Source: an optimization exercise on an open RTL-to-GDS flow (aim: small area and a short achievable clock period). Production flows keep margins and buffers that such runs may drop.
In this exercise RTL edits were held to simulation tests only and were not proved equivalent to the original.
The clock port is modelled as an ideal driver, which makes a skipped or thinned clock tree look cheaper than it is; a real chip needs a root buffer or a tree.
Power figures rest on the tool's default switching activity, not on a simulated workload.

Design fifo_priority, start of the top module:
module fifo_priority #(
    parameter DATA_WIDTH = 32,
    parameter DEPTH = 16,
    parameter ADDR_WIDTH = 4    
)(
    input wire clk,
    input wire rst,
    input wire hp_wr_en,
    input wire [DATA_WIDTH-1:0] hp_din,
    input wire lp_wr_en,
    input wire [DATA_WIDTH-1:0] lp_din,
    input wire rd_en,
    output reg [DATA_WIDTH-1:0] dout,
    output wire hp_empty,
    output wire lp_empty,
    output wire hp_full,
    output wire lp_full
);
For scale: roughly 2300 cells after synthesis, about 0.040 sq mm of cells after synthesis.
==> flow/config.mk <==
export PLATFORM = sky130hd
export DESIGN_NAME = fifo_priority
export DESIGN_NICKNAME = fifo_priority
export VERILOG_FILES = /design/flow/design.v
export SDC_FILE = /design/flow/constraint.sdc
export NUM_CORES = 4
export LEC_CHECK = 0
export CAP_MARGIN = 20
export CORE_MARGIN = 2
export CORE_UTILIZATION = 70
export SETUP_SLACK_MARGIN = 0.95
export SLEW_MARGIN = 20
export SYNTH_HIERARCHICAL = 1
export SYNTH_MINIMUM_KEEP_SIZE = 0
==> flow/constraint.sdc <==
create_clock -name core_clock -period 2.5 [get_ports {clk}]
set_input_delay 0.5000 -clock core_clock [delete_from_list [all_inputs] [get_ports {clk}]]
set_output_delay 0.5000 -clock core_clock [all_outputs]
set_load 0.01 [all_outputs]
standard.sh (not shown) runs the stock make flow with config.mk's settings and CLKGATE_MAP_FILE= SYNTH_SCRIPT=/design/flow/synth_recipe.tcl, a recipe that flattens the netlist after the stock synthesis.
==> flow/flow/run.sh <==
#!/bin/bash
# Standard ORFS layout (the standard.sh), except that the clock tree is
# built by flow/cts_tree.tcl (a PRE_CTS_TCL hook) instead of ORFS's CTS.
set -euo pipefail
work=$(pwd)
bash standard.sh PRE_CTS_TCL="$work/flow/cts_tree.tcl" finish > "$work/standard_flow.log" 2>&1
Other scripts of this flow, unchanged in this note and not shown: flow/flow/cts_tree.tcl
The baseline went through all stages and came out clean.
Edit:
==> flow/flow/run.sh (replaced) <==
#!/bin/bash
# Standard ORFS layout (the standard.sh), except that:
#  - the clock tree is built by flow/cts_tree.tcl (a PRE_CTS_TCL hook)
#    instead of ORFS's CTS;
#  - the port buffers are buf_1 cells (ORFS's default pick is a delay cell).
set -euo pipefail
work=$(pwd)
bash standard.sh PRE_CTS_TCL="$work/flow/cts_tree.tcl" \
    "BUFFER_PORTS_ARGS=-inputs -outputs -buffer_cell sky130_fd_sc_hd__buf_1" \
    finish > "$work/standard_flow.log" 2>&1
CORE_UTILIZATION = 74   (was 70)
Outcome: The changed run completed without violations. Maximum frequency decreases by 4.1%. First-iteration DRC count increases by about 18%. Register-to-register slack gets worse by 0.07 ns. Global-route usage increases by 1.7 points. Final cell count decreases by about 1.9%. Cell area decreases by about 1.3%. Setup slack gets worse by 0.068 ns. Via count increases by 1.9%. Hold slack gets better by 0.096 ns. Die area decreases by about 5.3%. Utilization increases by 3.1 points.
In every run of this note, the design's own scripts or RTL, not TritonCTS, make the clock network.


fifo_priority, a different RTL version from the one above (not shown whole).
Size: roughly 110 I/O pins, ~41000 um^2 of cells after synthesis.
export LEC_CHECK = 0
export CAP_MARGIN = 20
export CORE_MARGIN = 2
export CORE_UTILIZATION = 74
export SETUP_SLACK_MARGIN = 1.15
export SLEW_MARGIN = 20
export SYNTH_HIERARCHICAL = 1
export SYNTH_MINIMUM_KEEP_SIZE = 0
export TNS_END_PERCENT = 20
create_clock -name core_clock -period 2.5 [get_ports {clk}]
==> flow/flow/run.sh <==
#!/bin/bash
# Standard ORFS layout (the standard.sh), except that:
#  - the clock tree is built by flow/cts_tree.tcl (a PRE_CTS_TCL hook)
#    instead of ORFS's CTS;
#  - the port buffers are buf_2 cells (ORFS's default pick is a delay cell).
set -euo pipefail
work=$(pwd)
bash standard.sh PRE_CTS_TCL="$work/flow/cts_tree.tcl" \
    "BUFFER_PORTS_ARGS=-inputs -outputs -buffer_cell sky130_fd_sc_hd__buf_2" \
    finish > "$work/standard_flow.log" 2>&1
Other scripts of this flow, unchanged in this note and not shown: flow/flow/cts_tree.tcl
Then changed:
Settings changed: SETUP_SLACK_MARGIN 1.15 to 1.25.
Outcome:
- maximum frequency shrinks by 4.6%
- final cell count grows by 2.6%
- design area grows by 4.2%
- sequential share of layout area shrinks by 2.9 points
- setup slack got worse by 72 ps
Then changed:
Settings changed: CORE_UTILIZATION 74 to 68, SETUP_SLACK_MARGIN 1.25 to 1.0.
- synthesized area does not change
- worst setup slack gets worse by 19 ps
- cell area decreases by 6.9%
Then changed:
Settings changed: CORE_UTILIZATION 68 to 74, SETUP_SLACK_MARGIN 1.0 to 1.1.
Clock power is about the same.
Cell area came out higher by 1.5%.
Via count came out higher by 3.1%.
Sequential power is about the same.
Total power hardly moves.
Clock skew barely changes.
Synthesized cell count does not change.
In every run of this note, the design's own scripts or RTL, not TritonCTS, make the clock network.


Starting RTL as in the previous note.
Design fifo_priority, start of the top module:
module fifo_priority #(
    parameter DATA_WIDTH = 32,
    parameter DEPTH = 16,
    parameter ADDR_WIDTH = 4    
)(
    input wire clk,
    input wire rst,
    input wire hp_wr_en,
    input wire [DATA_WIDTH-1:0] hp_din,
    input wire lp_wr_en,
    input wire [DATA_WIDTH-1:0] lp_din,
    input wire rd_en,
    output reg [DATA_WIDTH-1:0] dout,
    output wire hp_empty,
    output wire lp_empty,
    output wire hp_full,
    output wire lp_full
);
==> flow/config.mk <==
export PLATFORM = sky130hd
export DESIGN_NAME = fifo_priority
export DESIGN_NICKNAME = fifo_priority
export VERILOG_FILES = /design/flow/design.v
export SDC_FILE = /design/flow/constraint.sdc
export NUM_CORES = 4
export LEC_CHECK = 0
export CAP_MARGIN = 20
export CORE_MARGIN = 2
export CORE_UTILIZATION = 74
export SETUP_SLACK_MARGIN = 1.05
export SLEW_MARGIN = 20
export SYNTH_HIERARCHICAL = 1
export SYNTH_MINIMUM_KEEP_SIZE = 0
export TNS_END_PERCENT = 20
==> flow/constraint.sdc <==
create_clock -name core_clock -period 2.5 [get_ports {clk}]
set_input_delay 0.5000 -clock core_clock [delete_from_list [all_inputs] [get_ports {clk}]]
set_output_delay 0.5000 -clock core_clock [all_outputs]
set_load 0.01 [all_outputs]
Scripts as last shown in full above: flow/flow/run.sh
Other scripts of this flow, unchanged in this note and not shown: flow/flow/cts_tree.tcl
Next try:
--- a/flow/config.mk
+++ b/flow/config.mk
@@ -9,5 +9,5 @@
 export CORE_MARGIN = 2
 export CORE_UTILIZATION = 74
-export SETUP_SLACK_MARGIN = 1.05
+export SETUP_SLACK_MARGIN = 1.2
 export SLEW_MARGIN = 20
 export SYNTH_HIERARCHICAL = 1
Result: The changed run finished with timing, DRC and antenna clean. Register-to-register slack gets worse by 70 ps. Worst setup slack is worse by 69 ps. Die area stays the same. Sequential power barely changes.
Next try:
--- a/flow/config.mk
+++ b/flow/config.mk
@@ -9,5 +9,5 @@
 export CORE_MARGIN = 2
 export CORE_UTILIZATION = 74
-export SETUP_SLACK_MARGIN = 1.2
+export SETUP_SLACK_MARGIN = 0.95
 export SLEW_MARGIN = 20
 export SYNTH_HIERARCHICAL = 1
Outcome: The changed run completed without violations. Via count drops by 6.5%. First-iteration DRC count drops by 18%. Sequential share of layout area climbs by 4.0 points. Final cell count drops by 3.1%. Die area is unchanged. Hold slack stays flat. Design area drops by 5.8%. Total power drops by 0.91%. Synthesized cell count is unchanged. Clock skew climbs by 4.9 ps.
Next try:
--- a/flow/config.mk
+++ b/flow/config.mk
@@ -8,6 +8,6 @@
 export CAP_MARGIN = 20
 export CORE_MARGIN = 2
-export CORE_UTILIZATION = 74
-export SETUP_SLACK_MARGIN = 0.95
+export CORE_UTILIZATION = 71
+export SETUP_SLACK_MARGIN = 1.15
 export SLEW_MARGIN = 20
 export SYNTH_HIERARCHICAL = 1
After rerunning:
- wire length is higher by 8.7%
- sequential share of layout area is lower by 3.5 points
- via count is higher by 3.7%
- area after synthesis does not change
- core utilization is higher by 1.6 points
- critical path depth stays the same
- power is higher by 0.34%
- final area is higher by 5.2%
- global-route usage is higher by 1.0 points
In every run of this note, the design's own scripts or RTL, not TritonCTS, make the clock network.

separate check: timing with driven ports:
In the flow no input, the clock included, has a driving cell. The finished layouts below were timed again as built, in two steps.
Step 1, drivers: a clkbuf_16 drives clk and a buf_2 each remaining input, both assumed.
Step 2 adds t to the input delays and takes it off the output delays; t is the mean of the earliest and latest rising clock arrival at the registers after step 1. Input paths then give back, and output paths get back, about the clock's delay inside the block.
Slacks: ideal / step 1 / step 2; pairs: ideal / step 1.
| run | t, ns | setup slack, ns | hold slack, ns | latest minus earliest clock arrival (ns) |
|---|---|---|---|---|
| the first run of note 1 | 0.537 | 0.910 / 0.824 / 0.552 | 0.385 / 0.309 / 0.477 | 0.059 / 0.060 |
| the second run of note 1 | 0.537 | 0.843 / 0.842 / 0.493 | 0.481 / 0.415 / 0.481 | 0.063 / 0.064 |
| the first run of note 2 | 0.601 | 1.012 / 0.814 / 0.652 | 0.474 / 0.259 / 0.475 | 0.055 / 0.056 |
| the second run of note 2 | 0.608 | 0.939 / 0.814 / 0.694 | 0.478 / 0.257 / 0.478 | 0.049 / 0.050 |
| the third run of note 2 | 0.601 | 0.921 / 0.740 / 0.610 | 0.483 / 0.255 / 0.483 | 0.051 / 0.053 |
| the fourth run of note 2 | 0.601 | 0.955 / 0.747 / 0.710 | 0.474 / 0.260 / 0.474 | 0.056 / 0.057 |
| the first run of note 3 | 0.591 | 0.946 / 0.779 / 0.641 | 0.473 / 0.268 / 0.473 | 0.054 / 0.055 |
| the second run of note 3 | 0.611 | 0.877 / 0.798 / 0.598 | 0.473 / 0.260 / 0.474 | 0.064 / 0.065 |
| the third run of note 3 | 0.598 | 0.870 / 0.687 / 0.560 | 0.474 / 0.257 / 0.475 | 0.062 / 0.064 |
| the fourth run of note 3 | 0.591 | 0.980 / 0.818 / 0.765 | 0.476 / 0.265 / 0.476 | 0.058 / 0.059 |
After both steps every run listed still meets setup and hold. The setup slack of the first run of note 2, which loses most, moves by -0.198 ns with the drivers and by -0.360 ns with both steps.
